This is an optimization exercise on Yosys and OpenROAD, whose aim is small area, not a production implementation.
No functional check of the RTL was part of this run.
No activity file was given, so power comes from the tool's default toggle rates.

===== design/flow/design.v =====
module coord_list(
    input clk,
    input rst,
    input NE1,
    input NWE,
    input [2:0] ADDR,
    input [7:0] DATA,
    output reg [9:0] xc,
    output reg xn,
    output reg [9:0] yc,
    output reg [1:0] col
);
    wire we = ~NE1 & ~NWE;
    wire [7:0] d = rst ? 8'd0 : DATA;
    wire [1:0] hi = (d[3] | d[2]) ? 2'd3 : d[1:0];
    always @(posedge clk) begin
        if (rst | (we & (ADDR == 3'd2))) xc[7:0] <= d;
        if (rst | (we & (ADDR == 3'd3))) begin
            xc[9:8] <= hi;
            xn <= d[4];
        end
        if (rst | (we & (ADDR == 3'd4))) yc[7:0] <= d;
        if (rst | (we & (ADDR == 3'd5))) yc[9:8] <= hi;
        if (rst | (we & (ADDR == 3'd1))) col <= d[1:0];
    end
endmodule
module driver(
    input clk,
    input rst,
    input NE1,
    input NWE,
    input [2:0] ADDR,
    input [7:0] DATA,
    output r,
    output g,
    output b,
    output h_sync,
    output v_sync
);
    wire [9:0] xc, yc;
    wire xn;
    wire [1:0] col;
    coord_list regs(
        .clk(clk), .rst(rst), .NE1(NE1), .NWE(NWE), .ADDR(ADDR), .DATA(DATA),
        .xc(xc), .xn(xn), .yc(yc), .col(col)
    );
    reg [9:0] hc, vc;
    reg p, m;
    reg [1:0] cc;
    wire [9:0] hc_n, vc_n;
    wire p_n, m_n;
    wire [1:0] cc_n;
    core c(
        .rst(rst), .hc(hc), .vc(vc), .xc(xc), .xn(xn), .yc(yc), .col(col),
        .p(p), .m(m), .cc(cc),
        .hc_n(hc_n), .vc_n(vc_n), .p_n(p_n), .m_n(m_n), .cc_n(cc_n),
        .h_sync(h_sync), .v_sync(v_sync), .r(r), .g(g), .b(b)
    );
    always @(posedge clk) begin
        hc <= hc_n;
        vc <= vc_n;
        p <= p_n;
        m <= m_n;
        cc <= cc_n;
    end
endmodule
module core(
    input rst,
    input [9:0] hc, input [9:0] vc,
    input [9:0] xc, input xn, input [9:0] yc, input [1:0] col,
    input p, input m, input [1:0] cc,
    output [9:0] hc_n, output [9:0] vc_n,
    output p_n, output m_n, output [1:0] cc_n,
    output h_sync, output v_sync,
    output r, output g, output b
);
  wire new_n79, new_n80, new_n81, new_n83, new_n84, new_n85, new_n87,
    new_n88, new_n89, new_n91, new_n92, new_n93, new_n95, new_n96, new_n97,
    new_n98, new_n99, new_n100, new_n102, new_n103, new_n104, new_n106,
    new_n107, new_n108, new_n110, new_n111, new_n112, new_n113, new_n115,
    new_n117, new_n118, new_n119, new_n120, new_n121, new_n122, new_n123,
    new_n125, new_n126, new_n127, new_n129, new_n130, new_n131, new_n133,
    new_n134, new_n135, new_n137, new_n138, new_n139, new_n141, new_n142,
    new_n143, new_n145, new_n146, new_n147, new_n149, new_n150, new_n151,
    new_n153, new_n154, new_n155, new_n156, new_n158, new_n160, new_n161,
    new_n162, new_n163, new_n164, new_n165, new_n166, new_n167, new_n168,
    new_n169, new_n170, new_n171, new_n172, new_n173, new_n174, new_n175,
    new_n176, new_n177, new_n178, new_n179, new_n180, new_n181, new_n182,
    new_n183, new_n184, new_n185, new_n186, new_n187, new_n188, new_n189,
    new_n190, new_n191, new_n192, new_n193, new_n194, new_n195, new_n196,
    new_n197, new_n198, new_n199, new_n200, new_n201, new_n202, new_n203,
    new_n204, new_n205, new_n206, new_n207, new_n208, new_n209, new_n210,
    new_n211, new_n212, new_n213, new_n214, new_n215, new_n216, new_n217,
    new_n218, new_n219, new_n220, new_n221, new_n222, new_n223, new_n224,
    new_n225, new_n226, new_n227, new_n228, new_n229, new_n230, new_n231,
    new_n232, new_n233, new_n234, new_n235, new_n236, new_n237, new_n238,
    new_n239, new_n240, new_n241, new_n242, new_n243, new_n244, new_n245,
    new_n246, new_n247, new_n248, new_n249, new_n250, new_n251, new_n252,
    new_n253, new_n254, new_n255, new_n256, new_n257, new_n258, new_n259,
    new_n260, new_n261, new_n262, new_n263, new_n264, new_n265, new_n266,
    new_n267, new_n268, new_n269, new_n270, new_n271, new_n272, new_n273,
    new_n274, new_n275, new_n276, new_n277, new_n278, new_n279, new_n280,
    new_n281, new_n282, new_n283, new_n284, new_n285, new_n286, new_n287,
    new_n288, new_n289, new_n290, new_n291, new_n292, new_n293, new_n294,
    new_n295, new_n296, new_n297, new_n298, new_n299, new_n300, new_n301,
    new_n302, new_n303, new_n304, new_n305, new_n306, new_n307, new_n308,
    new_n309, new_n310, new_n311, new_n312, new_n313, new_n314, new_n315,
    new_n316, new_n317, new_n318, new_n319, new_n320, new_n321, new_n322,
    new_n323, new_n324, new_n325, new_n326, new_n327, new_n328, new_n329,
    new_n330, new_n331, new_n332, new_n333, new_n334, new_n335, new_n336,
    new_n337, new_n338, new_n339, new_n340, new_n341, new_n342, new_n343,
    new_n344, new_n345, new_n346, new_n347, new_n348, new_n349, new_n350,
    new_n351, new_n352, new_n353, new_n354, new_n355, new_n356, new_n357,
    new_n358, new_n359, new_n360, new_n361, new_n362, new_n363, new_n364,
    new_n365, new_n366, new_n367, new_n368, new_n369, new_n370, new_n371,
    new_n372, new_n373, new_n374, new_n375, new_n376, new_n377, new_n378,
    new_n379, new_n380, new_n381, new_n382, new_n383, new_n384, new_n385,
    new_n386, new_n387, new_n388, new_n389, new_n390, new_n391, new_n392,
    new_n393, new_n394, new_n395, new_n396, new_n397, new_n398, new_n399,
    new_n400, new_n401, new_n402, new_n403, new_n404, new_n405, new_n406,
    new_n407, new_n408, new_n409, new_n410, new_n411, new_n412, new_n413,
    new_n414, new_n415, new_n416, new_n417, new_n418, new_n419, new_n420,
    new_n421, new_n422, new_n423, new_n424, new_n425, new_n426, new_n427,
    new_n428, new_n429, new_n430, new_n431, new_n432, new_n433, new_n434,
    new_n435, new_n436, new_n437, new_n438, new_n439, new_n440, new_n441,
    new_n442, new_n443, new_n444, new_n445, new_n446, new_n447, new_n448,
    new_n449, new_n450, new_n451, new_n452, new_n453, new_n454, new_n455,
    new_n456, new_n457, new_n458, new_n459, new_n460, new_n461, new_n462,
    new_n463, new_n464, new_n465, new_n466, new_n467, new_n468, new_n469,
    new_n470, new_n471, new_n472, new_n473, new_n474, new_n475, new_n476,
    new_n477, new_n478, new_n479, new_n480, new_n481, new_n482, new_n483,
    new_n484, new_n485, new_n486, new_n487, new_n489, new_n490, new_n491,
    new_n492, new_n493, new_n494, new_n495, new_n497, new_n500, new_n501,
    new_n502, new_n503, new_n504, new_n505, new_n506, new_n507, new_n509,
    new_n510, new_n511, new_n512, new_n513, new_n514, new_n515, new_n516,
    new_n517, new_n518, new_n519, new_n520, new_n521, new_n525;
  assign hc_n[0] = rst | ~hc[0];
  assign new_n79 = hc[0] & hc[1];
  assign new_n80 = ~hc[0] & ~hc[1];
  assign new_n81 = ~rst & ~new_n80;
  assign hc_n[1] = ~new_n79 & new_n81;
  assign new_n83 = hc[2] & new_n79;
  assign new_n84 = ~hc[2] & ~new_n79;
  assign new_n85 = ~rst & ~new_n84;
  assign hc_n[2] = ~new_n83 & new_n85;
  assign new_n87 = hc[3] & new_n83;
  assign new_n88 = ~hc[3] & ~new_n83;
  assign new_n89 = ~rst & ~new_n88;
  assign hc_n[3] = ~new_n87 & new_n89;
  assign new_n91 = hc[4] & new_n87;
  assign new_n92 = ~hc[4] & ~new_n87;
  assign new_n93 = ~rst & ~new_n92;
  assign hc_n[4] = ~new_n91 & new_n93;
  assign new_n95 = hc[8] & hc[9];
  assign new_n96 = new_n91 & new_n95;
  assign new_n97 = ~rst & ~new_n96;
  assign new_n98 = hc[5] & new_n91;
  assign new_n99 = ~hc[5] & ~new_n91;
  assign new_n100 = ~new_n98 & ~new_n99;
  assign hc_n[5] = new_n97 & new_n100;
  assign new_n102 = hc[6] & new_n98;
  assign new_n103 = ~hc[6] & ~new_n98;
  assign new_n104 = new_n97 & ~new_n103;
  assign hc_n[6] = ~new_n102 & new_n104;
  assign new_n106 = hc[7] & new_n102;
  assign new_n107 = ~hc[7] & ~new_n102;
  assign new_n108 = new_n97 & ~new_n107;
  assign hc_n[7] = ~new_n106 & new_n108;
  assign new_n110 = hc[8] & ~new_n96;
  assign new_n111 = ~new_n106 & ~new_n110;
  assign new_n112 = hc[8] & new_n106;
  assign new_n113 = ~rst & ~new_n112;
  assign hc_n[8] = ~new_n111 & new_n113;
  assign new_n115 = ~hc[9] & ~new_n112;
  assign hc_n[9] = new_n97 & ~new_n115;
  assign new_n117 = vc[2] & vc[3];
  assign new_n118 = vc[9] & new_n117;
  assign new_n119 = new_n96 & new_n118;
  assign new_n120 = ~rst & ~new_n119;
  assign new_n121 = vc[0] & new_n96;
  assign new_n122 = ~vc[0] & ~new_n96;
  assign new_n123 = ~new_n121 & ~new_n122;
  assign vc_n[0] = new_n120 & new_n123;
  assign new_n125 = vc[1] & new_n121;
  assign new_n126 = ~vc[1] & ~new_n121;
  assign new_n127 = new_n120 & ~new_n126;
  assign vc_n[1] = ~new_n125 & new_n127;
  assign new_n129 = vc[2] & new_n125;
  assign new_n130 = ~vc[2] & ~new_n125;
  assign new_n131 = new_n120 & ~new_n130;
  assign vc_n[2] = ~new_n129 & new_n131;
  assign new_n133 = ~vc[3] & ~new_n129;
  assign new_n134 = new_n117 & new_n125;
  assign new_n135 = new_n120 & ~new_n134;
  assign vc_n[3] = ~new_n133 & new_n135;
  assign new_n137 = vc[4] & new_n134;
  assign new_n138 = ~vc[4] & ~new_n134;
  assign new_n139 = new_n120 & ~new_n138;
  assign vc_n[4] = ~new_n137 & new_n139;
  assign new_n141 = vc[5] & new_n137;
  assign new_n142 = ~vc[5] & ~new_n137;
  assign new_n143 = new_n120 & ~new_n142;
  assign vc_n[5] = ~new_n141 & new_n143;
  assign new_n145 = vc[6] & new_n141;
  assign new_n146 = ~vc[6] & ~new_n141;
  assign new_n147 = new_n120 & ~new_n146;
  assign vc_n[6] = ~new_n145 & new_n147;
  assign new_n149 = vc[7] & new_n145;
  assign new_n150 = ~vc[7] & ~new_n145;
  assign new_n151 = new_n120 & ~new_n150;
  assign vc_n[7] = ~new_n149 & new_n151;
  assign new_n153 = ~vc[8] & ~new_n149;
  assign new_n154 = vc[7] & vc[8];
  assign new_n155 = new_n145 & new_n154;
  assign new_n156 = new_n120 & ~new_n155;
  assign vc_n[8] = ~new_n153 & new_n156;
  assign new_n158 = ~vc[9] & ~new_n155;
  assign vc_n[9] = new_n120 & ~new_n158;
  assign new_n160 = hc[2] & ~xc[2];
  assign new_n161 = ~hc[2] & xc[2];
  assign new_n162 = ~new_n160 & ~new_n161;
  assign new_n163 = ~hc[6] & xc[6];
  assign new_n164 = hc[6] & ~xc[6];
  assign new_n165 = ~new_n163 & ~new_n164;
  assign new_n166 = ~hc[5] & ~new_n95;
  assign new_n167 = xc[5] & new_n166;
  assign new_n168 = hc[4] & ~new_n95;
  assign new_n169 = ~xc[4] & new_n168;
  assign new_n170 = hc[3] & ~xc[3];
  assign new_n171 = ~hc[3] & xc[3];
  assign new_n172 = ~new_n170 & ~new_n171;
  assign new_n173 = hc[1] & ~xc[1];
  assign new_n174 = ~hc[1] & xc[1];
  assign new_n175 = ~hc[0] & xc[0];
  assign new_n176 = ~new_n174 & ~new_n175;
  assign new_n177 = ~new_n173 & ~new_n176;
  assign new_n178 = ~new_n161 & ~new_n177;
  assign new_n179 = ~new_n160 & ~new_n178;
  assign new_n180 = new_n172 & ~new_n179;
  assign new_n181 = ~new_n170 & ~new_n180;
  assign new_n182 = xc[4] & ~new_n168;
  assign new_n183 = ~new_n169 & ~new_n182;
  assign new_n184 = ~new_n181 & new_n183;
  assign new_n185 = ~new_n169 & ~new_n184;
  assign new_n186 = ~xc[5] & ~new_n166;
  assign new_n187 = ~new_n167 & ~new_n186;
  assign new_n188 = new_n185 & new_n187;
  assign new_n189 = ~new_n167 & ~new_n188;
  assign new_n190 = new_n165 & new_n189;
  assign new_n191 = ~new_n165 & ~new_n189;
  assign new_n192 = ~new_n190 & ~new_n191;
  assign new_n193 = ~new_n173 & ~new_n174;
  assign new_n194 = hc[0] & ~xc[0];
  assign new_n195 = ~new_n175 & ~new_n194;
  assign new_n196 = new_n193 & new_n195;
  assign new_n197 = ~new_n177 & ~new_n196;
  assign new_n198 = new_n192 & new_n197;
  assign new_n199 = new_n177 & ~new_n192;
  assign new_n200 = ~new_n198 & ~new_n199;
  assign new_n201 = new_n162 & ~new_n200;
  assign new_n202 = ~new_n162 & new_n200;
  assign new_n203 = ~new_n201 & ~new_n202;
  assign new_n204 = new_n192 & new_n193;
  assign new_n205 = ~new_n192 & ~new_n193;
  assign new_n206 = ~new_n204 & ~new_n205;
  assign new_n207 = ~new_n175 & new_n206;
  assign new_n208 = ~new_n194 & ~new_n206;
  assign new_n209 = ~new_n207 & ~new_n208;
  assign new_n210 = new_n203 & ~new_n209;
  assign new_n211 = vc[1] & ~yc[1];
  assign new_n212 = ~vc[1] & yc[1];
  assign new_n213 = ~new_n211 & ~new_n212;
  assign new_n214 = ~vc[0] & yc[0];
  assign new_n215 = vc[0] & ~yc[0];
  assign new_n216 = ~new_n214 & ~new_n215;
  assign new_n217 = ~new_n213 & new_n216;
  assign new_n218 = ~new_n210 & new_n217;
  assign new_n219 = ~vc[5] & ~vc[9];
  assign new_n220 = ~yc[5] & ~new_n219;
  assign new_n221 = yc[5] & new_n219;
  assign new_n222 = vc[4] & ~yc[4];
  assign new_n223 = ~new_n221 & new_n222;
  assign new_n224 = ~new_n220 & ~new_n223;
  assign new_n225 = vc[3] & ~vc[9];
  assign new_n226 = yc[3] & ~new_n225;
  assign new_n227 = ~yc[3] & new_n225;
  assign new_n228 = ~new_n226 & ~new_n227;
  assign new_n229 = vc[2] & ~vc[9];
  assign new_n230 = yc[2] & ~new_n229;
  assign new_n231 = ~yc[2] & new_n229;
  assign new_n232 = ~new_n230 & ~new_n231;
  assign new_n233 = ~new_n212 & ~new_n214;
  assign new_n234 = ~new_n211 & ~new_n233;
  assign new_n235 = new_n232 & new_n234;
  assign new_n236 = ~new_n230 & ~new_n235;
  assign new_n237 = new_n228 & ~new_n236;
  assign new_n238 = ~new_n226 & ~new_n237;
  assign new_n239 = ~new_n220 & ~new_n221;
  assign new_n240 = ~vc[4] & yc[4];
  assign new_n241 = new_n239 & ~new_n240;
  assign new_n242 = new_n238 & new_n241;
  assign new_n243 = new_n224 & ~new_n242;
  assign new_n244 = vc[6] & ~yc[6];
  assign new_n245 = ~vc[6] & yc[6];
  assign new_n246 = ~new_n244 & ~new_n245;
  assign new_n247 = ~new_n243 & new_n246;
  assign new_n248 = new_n243 & ~new_n246;
  assign new_n249 = ~new_n247 & ~new_n248;
  assign new_n250 = new_n213 & new_n249;
  assign new_n251 = ~new_n213 & ~new_n249;
  assign new_n252 = ~new_n250 & ~new_n251;
  assign new_n253 = ~new_n214 & new_n252;
  assign new_n254 = ~new_n215 & ~new_n252;
  assign new_n255 = ~new_n253 & ~new_n254;
  assign new_n256 = new_n210 & new_n255;
  assign new_n257 = ~new_n218 & ~new_n256;
  assign new_n258 = new_n213 & new_n216;
  assign new_n259 = ~new_n232 & ~new_n234;
  assign new_n260 = ~new_n235 & ~new_n259;
  assign new_n261 = new_n258 & new_n260;
  assign new_n262 = new_n249 & ~new_n261;
  assign new_n263 = ~new_n228 & new_n236;
  assign new_n264 = ~new_n237 & ~new_n263;
  assign new_n265 = new_n262 & new_n264;
  assign new_n266 = ~new_n262 & ~new_n264;
  assign new_n267 = ~new_n265 & ~new_n266;
  assign new_n268 = new_n249 & ~new_n258;
  assign new_n269 = new_n260 & new_n268;
  assign new_n270 = ~new_n260 & ~new_n268;
  assign new_n271 = ~new_n269 & ~new_n270;
  assign new_n272 = new_n267 & ~new_n271;
  assign new_n273 = ~new_n172 & new_n179;
  assign new_n274 = ~new_n180 & ~new_n273;
  assign new_n275 = new_n162 & new_n196;
  assign new_n276 = new_n192 & ~new_n275;
  assign new_n277 = new_n274 & ~new_n276;
  assign new_n278 = ~new_n274 & new_n276;
  assign new_n279 = ~new_n277 & ~new_n278;
  assign new_n280 = new_n272 & ~new_n279;
  assign new_n281 = ~new_n257 & new_n280;
  assign new_n282 = ~new_n203 & new_n209;
  assign new_n283 = new_n261 & ~new_n264;
  assign new_n284 = new_n279 & new_n283;
  assign new_n285 = ~new_n282 & ~new_n284;
  assign new_n286 = ~new_n281 & new_n285;
  assign new_n287 = ~new_n255 & new_n279;
  assign new_n288 = ~new_n215 & new_n252;
  assign new_n289 = ~new_n214 & ~new_n252;
  assign new_n290 = ~new_n288 & ~new_n289;
  assign new_n291 = ~new_n279 & ~new_n290;
  assign new_n292 = new_n272 & ~new_n291;
  assign new_n293 = ~new_n287 & new_n292;
  assign new_n294 = new_n282 & ~new_n293;
  assign new_n295 = new_n261 & new_n264;
  assign new_n296 = new_n249 & ~new_n295;
  assign new_n297 = new_n238 & ~new_n296;
  assign new_n298 = ~new_n238 & new_n296;
  assign new_n299 = ~new_n297 & ~new_n298;
  assign new_n300 = ~new_n222 & ~new_n240;
  assign new_n301 = ~new_n239 & new_n300;
  assign new_n302 = ~new_n299 & ~new_n301;
  assign new_n303 = new_n239 & new_n249;
  assign new_n304 = ~new_n239 & ~new_n249;
  assign new_n305 = ~new_n303 & ~new_n304;
  assign new_n306 = new_n240 & new_n305;
  assign new_n307 = new_n222 & ~new_n305;
  assign new_n308 = new_n299 & ~new_n307;
  assign new_n309 = ~new_n306 & new_n308;
  assign new_n310 = ~new_n302 & ~new_n309;
  assign new_n311 = new_n181 & ~new_n183;
  assign new_n312 = ~new_n184 & ~new_n311;
  assign new_n313 = new_n172 & new_n275;
  assign new_n314 = new_n192 & ~new_n313;
  assign new_n315 = new_n312 & ~new_n314;
  assign new_n316 = ~new_n312 & new_n314;
  assign new_n317 = ~new_n315 & ~new_n316;
  assign new_n318 = ~new_n185 & ~new_n187;
  assign new_n319 = ~new_n188 & ~new_n318;
  assign new_n320 = new_n312 & new_n319;
  assign new_n321 = ~new_n312 & ~new_n319;
  assign new_n322 = ~new_n320 & ~new_n321;
  assign new_n323 = ~new_n192 & ~new_n319;
  assign new_n324 = new_n192 & new_n319;
  assign new_n325 = ~new_n323 & ~new_n324;
  assign new_n326 = new_n322 & new_n325;
  assign new_n327 = new_n317 & new_n326;
  assign new_n328 = new_n310 & new_n327;
  assign new_n329 = ~new_n294 & new_n328;
  assign new_n330 = ~new_n286 & ~new_n329;
  assign new_n331 = new_n300 & new_n302;
  assign new_n332 = ~new_n222 & new_n305;
  assign new_n333 = ~new_n240 & ~new_n305;
  assign new_n334 = ~new_n332 & ~new_n333;
  assign new_n335 = new_n299 & new_n334;
  assign new_n336 = ~new_n331 & ~new_n335;
  assign new_n337 = new_n317 & ~new_n322;
  assign new_n338 = ~new_n172 & new_n275;
  assign new_n339 = new_n267 & new_n338;
  assign new_n340 = new_n337 & new_n339;
  assign new_n341 = ~new_n336 & new_n340;
  assign new_n342 = new_n286 & ~new_n341;
  assign new_n343 = ~new_n330 & ~new_n342;
  assign new_n344 = ~new_n317 & new_n325;
  assign new_n345 = new_n196 & new_n295;
  assign new_n346 = ~new_n279 & ~new_n345;
  assign new_n347 = new_n310 & ~new_n346;
  assign new_n348 = new_n344 & new_n347;
  assign new_n349 = new_n258 & ~new_n272;
  assign new_n350 = ~new_n258 & new_n272;
  assign new_n351 = ~new_n209 & ~new_n350;
  assign new_n352 = ~new_n349 & ~new_n351;
  assign new_n353 = ~new_n196 & ~new_n352;
  assign new_n354 = ~new_n290 & ~new_n353;
  assign new_n355 = ~new_n196 & new_n290;
  assign new_n356 = new_n272 & ~new_n355;
  assign new_n357 = ~new_n354 & new_n356;
  assign new_n358 = new_n279 & ~new_n357;
  assign new_n359 = new_n348 & ~new_n358;
  assign new_n360 = new_n279 & new_n337;
  assign new_n361 = ~new_n299 & ~new_n334;
  assign new_n362 = new_n299 & ~new_n301;
  assign new_n363 = ~new_n361 & ~new_n362;
  assign new_n364 = new_n360 & new_n363;
  assign new_n365 = new_n267 & new_n271;
  assign new_n366 = new_n348 & new_n365;
  assign new_n367 = ~new_n364 & ~new_n366;
  assign new_n368 = ~new_n261 & ~new_n352;
  assign new_n369 = new_n255 & ~new_n271;
  assign new_n370 = ~new_n194 & new_n206;
  assign new_n371 = ~new_n175 & ~new_n206;
  assign new_n372 = ~new_n370 & ~new_n371;
  assign new_n373 = new_n369 & new_n372;
  assign new_n374 = ~new_n193 & new_n195;
  assign new_n375 = ~new_n369 & new_n374;
  assign new_n376 = ~new_n373 & ~new_n375;
  assign new_n377 = new_n258 & ~new_n365;
  assign new_n378 = new_n255 & new_n365;
  assign new_n379 = ~new_n377 & ~new_n378;
  assign new_n380 = new_n376 & new_n379;
  assign new_n381 = ~new_n368 & ~new_n380;
  assign new_n382 = ~new_n353 & new_n381;
  assign new_n383 = ~new_n367 & new_n382;
  assign new_n384 = ~new_n279 & new_n363;
  assign new_n385 = new_n344 & new_n384;
  assign new_n386 = ~new_n267 & ~new_n271;
  assign new_n387 = new_n385 & new_n386;
  assign new_n388 = ~new_n196 & ~new_n257;
  assign new_n389 = new_n387 & new_n388;
  assign new_n390 = new_n203 & ~new_n389;
  assign new_n391 = ~new_n383 & new_n390;
  assign new_n392 = ~new_n359 & new_n391;
  assign new_n393 = new_n364 & new_n365;
  assign new_n394 = new_n257 & new_n387;
  assign new_n395 = ~new_n393 & ~new_n394;
  assign new_n396 = new_n258 & ~new_n372;
  assign new_n397 = new_n196 & ~new_n255;
  assign new_n398 = ~new_n258 & ~new_n397;
  assign new_n399 = ~new_n396 & ~new_n398;
  assign new_n400 = ~new_n395 & new_n399;
  assign new_n401 = ~new_n336 & new_n360;
  assign new_n402 = ~new_n258 & new_n271;
  assign new_n403 = new_n385 & new_n402;
  assign new_n404 = ~new_n401 & ~new_n403;
  assign new_n405 = ~new_n255 & new_n271;
  assign new_n406 = ~new_n267 & ~new_n405;
  assign new_n407 = ~new_n376 & new_n406;
  assign new_n408 = new_n267 & ~new_n369;
  assign new_n409 = new_n209 & ~new_n406;
  assign new_n410 = ~new_n408 & new_n409;
  assign new_n411 = ~new_n407 & ~new_n410;
  assign new_n412 = ~new_n404 & ~new_n411;
  assign new_n413 = new_n209 & ~new_n290;
  assign new_n414 = ~new_n196 & ~new_n217;
  assign new_n415 = ~new_n397 & ~new_n414;
  assign new_n416 = ~new_n209 & ~new_n415;
  assign new_n417 = ~new_n413 & ~new_n416;
  assign new_n418 = new_n366 & new_n417;
  assign new_n419 = ~new_n203 & ~new_n418;
  assign new_n420 = ~new_n412 & new_n419;
  assign new_n421 = ~new_n400 & new_n420;
  assign new_n422 = ~new_n392 & ~new_n421;
  assign new_n423 = ~new_n343 & ~new_n422;
  assign new_n424 = new_n313 & new_n322;
  assign new_n425 = xn & ~new_n424;
  assign new_n426 = ~hc[8] & hc[9];
  assign new_n427 = xc[9] & ~new_n426;
  assign new_n428 = hc[8] & ~hc[9];
  assign new_n429 = ~xc[8] & new_n428;
  assign new_n430 = ~new_n427 & ~new_n429;
  assign new_n431 = ~xc[9] & new_n426;
  assign new_n432 = xc[8] & ~new_n428;
  assign new_n433 = ~new_n431 & ~new_n432;
  assign new_n434 = new_n430 & new_n433;
  assign new_n435 = xc[8] & ~new_n427;
  assign new_n436 = ~new_n429 & ~new_n435;
  assign new_n437 = ~hc[7] & xc[7];
  assign new_n438 = ~new_n426 & ~new_n428;
  assign new_n439 = ~xc[9] & ~new_n438;
  assign new_n440 = new_n437 & new_n439;
  assign new_n441 = ~new_n436 & new_n440;
  assign new_n442 = ~new_n434 & ~new_n441;
  assign new_n443 = new_n163 & ~new_n442;
  assign new_n444 = hc[7] & ~xc[7];
  assign new_n445 = new_n434 & ~new_n444;
  assign new_n446 = ~new_n437 & new_n445;
  assign new_n447 = ~new_n443 & ~new_n446;
  assign new_n448 = new_n163 & new_n445;
  assign new_n449 = ~new_n447 & ~new_n448;
  assign new_n450 = ~new_n192 & new_n449;
  assign new_n451 = ~new_n425 & new_n450;
  assign new_n452 = new_n164 & new_n446;
  assign new_n453 = ~new_n439 & new_n444;
  assign new_n454 = ~new_n436 & new_n453;
  assign new_n455 = ~new_n445 & ~new_n454;
  assign new_n456 = ~new_n164 & ~new_n446;
  assign new_n457 = ~new_n455 & ~new_n456;
  assign new_n458 = ~new_n452 & new_n457;
  assign new_n459 = new_n192 & new_n458;
  assign new_n460 = ~new_n451 & ~new_n459;
  assign new_n461 = ~vc[7] & yc[7];
  assign new_n462 = ~yc[9] & ~new_n461;
  assign new_n463 = ~vc[8] & yc[8];
  assign new_n464 = new_n244 & ~new_n463;
  assign new_n465 = new_n462 & new_n464;
  assign new_n466 = vc[7] & ~yc[7];
  assign new_n467 = ~new_n461 & ~new_n466;
  assign new_n468 = ~new_n244 & ~new_n467;
  assign new_n469 = vc[8] & ~yc[8];
  assign new_n470 = ~new_n463 & ~new_n469;
  assign new_n471 = ~new_n466 & ~new_n470;
  assign new_n472 = ~new_n468 & ~new_n471;
  assign new_n473 = ~new_n465 & new_n472;
  assign new_n474 = ~new_n243 & ~new_n473;
  assign new_n475 = new_n245 & ~new_n466;
  assign new_n476 = new_n470 & ~new_n475;
  assign new_n477 = new_n461 & new_n469;
  assign new_n478 = ~new_n476 & ~new_n477;
  assign new_n479 = ~new_n245 & ~new_n467;
  assign new_n480 = ~new_n478 & ~new_n479;
  assign new_n481 = new_n224 & ~new_n480;
  assign new_n482 = ~yc[7] & new_n469;
  assign new_n483 = yc[9] & ~new_n482;
  assign new_n484 = ~rst & ~new_n483;
  assign new_n485 = ~new_n481 & new_n484;
  assign new_n486 = ~new_n474 & new_n485;
  assign new_n487 = ~new_n460 & new_n486;
  assign p_n = ~new_n423 & new_n487;
  assign new_n489 = ~rst & ~vc[9];
  assign new_n490 = p & new_n489;
  assign new_n491 = ~new_n95 & new_n490;
  assign new_n492 = hc[7] & new_n426;
  assign new_n493 = vc[5] & vc[6];
  assign new_n494 = new_n154 & new_n493;
  assign new_n495 = ~new_n492 & ~new_n494;
  assign m_n = new_n491 & new_n495;
  assign new_n497 = ~rst & m;
  assign cc_n[0] = col[0] & new_n497;
  assign cc_n[1] = col[1] & new_n497;
  assign new_n500 = ~hc[1] & ~hc[2];
  assign new_n501 = ~hc[3] & new_n500;
  assign new_n502 = hc[4] & ~new_n501;
  assign new_n503 = ~hc[5] & ~hc[6];
  assign new_n504 = ~new_n502 & new_n503;
  assign new_n505 = hc[5] & hc[6];
  assign new_n506 = new_n502 & new_n505;
  assign new_n507 = new_n492 & ~new_n506;
  assign h_sync = new_n504 | ~new_n507;
  assign new_n509 = ~hc[8] & ~hc[9];
  assign new_n510 = ~vc[0] & new_n509;
  assign new_n511 = ~hc[4] & ~hc[7];
  assign new_n512 = new_n503 & new_n511;
  assign new_n513 = new_n510 & new_n512;
  assign new_n514 = new_n501 & new_n513;
  assign new_n515 = ~vc[1] & vc[2];
  assign new_n516 = new_n514 & ~new_n515;
  assign new_n517 = vc[1] & ~vc[2];
  assign new_n518 = ~new_n514 & ~new_n517;
  assign new_n519 = ~vc[4] & new_n225;
  assign new_n520 = new_n494 & new_n519;
  assign new_n521 = ~new_n518 & new_n520;
  assign v_sync = new_n516 | ~new_n521;
  assign r = cc[0] & cc[1];
  assign b = cc[0] & ~cc[1];
  assign new_n525 = ~cc[0] & cc[1];
  assign g = b | new_n525;
endmodule

===== design/flow/flow/run.sh =====
#!/bin/bash
# Own layout flow: the standard ORFS flow (standard.sh), with these
# changes only:
#  - synthesis is the standard script, but ABC maps with flow/abc.script
#    (area-oriented) and the full-adder extraction step is skipped; the
#    flip-flops are mapped before ABC exactly as in the standard synthesis;
#  - port buffers use the smallest buffer (buf_1);
#  - clock tree synthesis inserts no dummy loads.
set -euo pipefail
W=$PWD
sed "s#log_cmd abc {\*}\$abc_args#log_cmd abc -script $W/flow/abc.script {*}[lrange \$abc_args 2 end]#" \
    "$FLOW_HOME/scripts/synth.tcl" > "$W/synth_mod.tcl"
grep -q "flow/abc.script" "$W/synth_mod.tcl"
sed "s#\$::env(SCRIPTS_DIR)/synth.tcl#$W/synth_mod.tcl#" "$W/synth_recipe.tcl" > "$W/my_synth.tcl"
grep -q "synth_mod.tcl" "$W/my_synth.tcl"
sed "s#SYNTH_SCRIPT=[^ ]*#SYNTH_SCRIPT=$W/my_synth.tcl#" "$W/standard.sh" > "$W/my_standard.sh"
grep -q "my_synth.tcl" "$W/my_standard.sh"
CTS="-sink_clustering_enable -repair_clock_nets -dont_use_dummy_load"
[ -f "$W/flow/cts_args" ] && CTS="$(cat "$W/flow/cts_args")"
bash "$W/my_standard.sh" ADDER_MAP_FILE= \
    "BUFFER_PORTS_ARGS=-buffer_cell sky130_fd_sc_hd__buf_1" \
    "CTS_ARGS=$CTS" \
    finish > "$W/flow_make.log" 2>&1

===== design/flow/flow/abc.script =====
strash
dch -f
amap
topo

===== design/flow/standard.sh =====
#!/bin/bash
# synth_recipe.tcl (not shown) runs the flow's synth.tcl, then flattens the netlist and writes it again
# the make line also repeats each setting of config.mk as NAME=value (left out here)
make -C /OpenROAD-flow-scripts/flow DESIGN_CONFIG=/design/flow/config.mk WORK_HOME=/design/flow/orfs CLKGATE_MAP_FILE= SYNTH_SCRIPT=/design/flow/synth_recipe.tcl "${@:-finish}"

===== design/flow/config.mk =====
export PLATFORM = sky130hd
export DESIGN_NAME = driver
export DESIGN_NICKNAME = driver
export VERILOG_FILES = /design/flow/design.v
export SDC_FILE = /design/flow/constraint.sdc
export NUM_CORES = 4
export LEC_CHECK = 0
export CAP_MARGIN = 20
export CORE_MARGIN = 2
export CORE_UTILIZATION = 55
export GPL_TIMING_DRIVEN = 0
export PLACE_DENSITY = 0.7
export SLEW_MARGIN = 20

===== design/flow/constraint.sdc =====
create_clock -name core_clock -period 5.0 [get_ports {clk}]
set_input_delay 1.0000 -clock core_clock [delete_from_list [all_inputs] [get_ports {clk}]]
set_output_delay 1.0000 -clock core_clock [all_outputs]
set_load 0.01 [all_outputs]

==> notes.md <==
* Status: complete, no violations
* H-tree depth at 2
* Top cell type by total area after synthesis: edfxtp_1
* Fin area at 3150 um^2
* Worst Path Max Fanout at 4
* TNS Setup at 0 ns
* GP Congestion at 0.937
* Via density at 5.53
* Power per Cell Area at 279 nW/um^2
* Tightest hold margin at approximately 0.40 ns
* Clock Pin Slew Worst Setup and Hold Paths at approximately 0.070 ns
* Top post-synthesis cells by area: edfxtp_1, dfxtp_1, nor2_1, clkinv_1, nand2_1
* Crit Path Class: reg2reg
* Worst Skew at 0.0275 ns
* XOR/XNOR Fraction of Synth Area at 0%
* Post-DR wirelength/cell at 13.3 um
* Post-cts sizing count at 0
* Iter 0 DRT Violations at 146
* Initial Util at around 57%
* Clk latency of the worst-skew pair at approximately 0.31 ns
* RSZ-0062 raised after global routing: no
* Multi-input logic area at approximately 1500 um^2
* Seq/Total Area, Yosys at 40.3%
* Worst slew margin at 25.4%
* VDD IR max at 0.000181 V
* Avg Cell Area, Syn at between 7 and 8 um^2
* Mapped Nets at around 420
* Final Hold Fails at 0
* Hold Crit Class: reg2reg
* Synth Area in Compound Gates at around 23%
* Synth-to-Final Area Change at 8.31%
* Core area at 5110 um^2
* Fmax at 225 MHz
* Startpoint Class: flop
* Number of global-route vias before repair at 2556
* Vias after detailed routing at about 2800
* Flops & latches, synth at 47
* WL final at 6.72 mm
* I/O pin count at 20
* First-pass GRT wire length at between 10 and 15 mm
* Crit share post-route at 88.8%
* Simple-gate portion of the synthesized area at 28.9%
* Largest family of logic cells by synthesized area: simple AND/OR/NAND/NOR gates
* Commonest non-fill, non-tap cell in the layout: nor2_1
* Dpl ws at slightly below 0.4 ns
* Hpwl dp at between 5 and 6 mm
* Drt drc at 0
* First drt pass iteration count at 4
* Syn Inst Count at 409
* Row cnt at 26
* I/O Buffers at 19
* Post-CTS Setup Bufs at 0
* Final Setup Violations at 0
* Nets at 451
* TritonCTS clock tree: built
* Worst-margin pin slew at 1.11 ns
* Synth top area share at 23.8%
* Placed Area at roughly 3100 um^2
* Hold-fix buffers, CTS at 0
* Cell area after synthesis at 2910 um^2
* ANT nets after route at 0
* Distinct cells, synth at 34
* CTS Buf Count at 5
* CTS root buffer: clkbuf_8
* Antenna violations before repair at 0
* Die Footprint at 5880 um^2
* Critical Path Max Stage Delay at 0.39 ns
* WP data required at 5.18 ns
* Worst setup EP type: flop
* Slowest cell on crit path: dfxtp_1
* CP Data Arrival Time at 4.62 ns
* Leak Pwr at 0.00105 uW
* Filler cells at 515
* Most frequent cells in the layout: nor2_1, clkinv_1, nand2_1
* Crit path time final at approximately 4.4 ns
* Die Height at ~77 um
* Mux share of post-synthesis cell area at 0%
* GRT Total Usage at 24.6%
* Die width at 76.7 um
* N_diodes at 0
* Largest net degree at the start of global routing at 18
* Max Transition Viols Final at 0
* Clk buf depth at 2
* Warnings from Yosys at 2
* Total area of sequential cells at 1170 um^2
* Max Cap Violations at 0
* Post-route setup slack at 0.558 ns
* Post-synthesis adder-cell area fraction at 0%
* Total congestion overflow at 0
* CTS Sinks at 47
* Crit path top cell by count: nor2_1
* Share of layout cells above drive strength 1 at around 1.8%
kinds of logic after synthesis:
family	after synthesis
AOI/OAI and AO/OA	107
buffers and inverters	59
DFF	47
and+or+nand+nor	196
layout make-up:
type,count,share of cell area [%]
Tap cell,70,2.78
Timing Repair Buffer,20,2.43
Inverter,59,7.04
Multi-Input combinational cell,303,48.3
Sequential cell,47,37.2
Clock buffer,5,2.19
flip-flops by register name, summed over array words and instances, names as in the netlist, 2 cells and up:
name,count
cc,2
vc,10
regs.xc,10
regs.col,2
hc,10
regs.yc,10
Yosys cell counts, drive strengths merged:
library cell / n
dfxtp: 24
o22a: 1
o31ai: 3
nor4: 2
clkinv: 59
nand4: 3
and3: 2
o2111a: 1
o22ai: 14
nand2: 45
a211oi: 13
a221o: 1
o32ai: 2
a31oi: 4
or2: 3
o32a: 2
nor2b: 12
or4b: 1
or3: 2
nor4b: 1
o221a: 3
o221ai: 1
o21a: 4
o21bai: 1
a21o: 1
or4: 1
o21ai: 33
and2: 1
a21oi: 22
nand3: 9
a2111oi: 1
edfxtp: 23
nor3: 13
nor2: 101
path summary, 6_finish.rpt:
| kind | from | endpoint | slack, ns | cells after the start |
|---|---|---|---|---|
| worst min register to register | hc[0] | hc[0] | 0.40 | 1 |
| worst max-delay path | vc[0] | p | 0.56 | 28 |
| worst max register to register | vc[0] | p | 0.56 | 28 |
| worst min-delay path | hc[0] | hc[0] | 0.40 | 1 |
critical path: cells and delay by family, from the launching register on:
| family | cells | cell delay, ns |
|---|---|---|
| simple gates | 16 | 1.83 |
| compound gates | 7 | 1.36 |
| flops | 1 | 0.39 |
| buf+inv | 5 | 0.77 |
where the power goes:
group,switching [uW],internal [uW]
clock,115,90.3
sequential,12.5,426
combinational,159,76.5
total,286,593
routing by layer:
metal / GRT usage (%) / vias to the layer above / routed length, um
li1: - / 1481 / -
met1: 31.7 / 1232 / 3210
met2: 41.8 / 62 / 3120
met3: 4.35 / 10 / 290
met4: 8.36 / 0 / 104
met5: 0 / - / 0
stage by stage:
stage          cells  total power [uW]  util [%]
6_report         504               879      61.6
5_1_grt          504               933      61.6
3_5_place_dp     499               677      60.1
2_1_floorplan    409               620         -
4_1_cts          504               878      61.4
3_3_place_gp     498               672      60.0

[re-timing with driven ports]
The results above use ideal ports. As a check the final layout listed here was re-extracted and re-timed, cells and wires unchanged. Step 1: set_driving_cell puts a clkbuf_16 on clk and a buf_2 on each other input, an assumption about the parent block. Step 2 also shifts input and output timing later by t, the mid clock arrival at the registers, as if the neighbouring blocks saw the same clock. Slacks: no drivers / after step 1 / after step 2; pairs: no drivers / after step 1.
t, ns: 0.327
slack for setup (ns): 0.558 / 0.558 / 0.558
worst data-port slew with drivers (ns): 0.03
After both steps this run still meets setup and hold. The setup slack of this run moves by 0.000 ns with the drivers and by 0.000 ns with both steps.
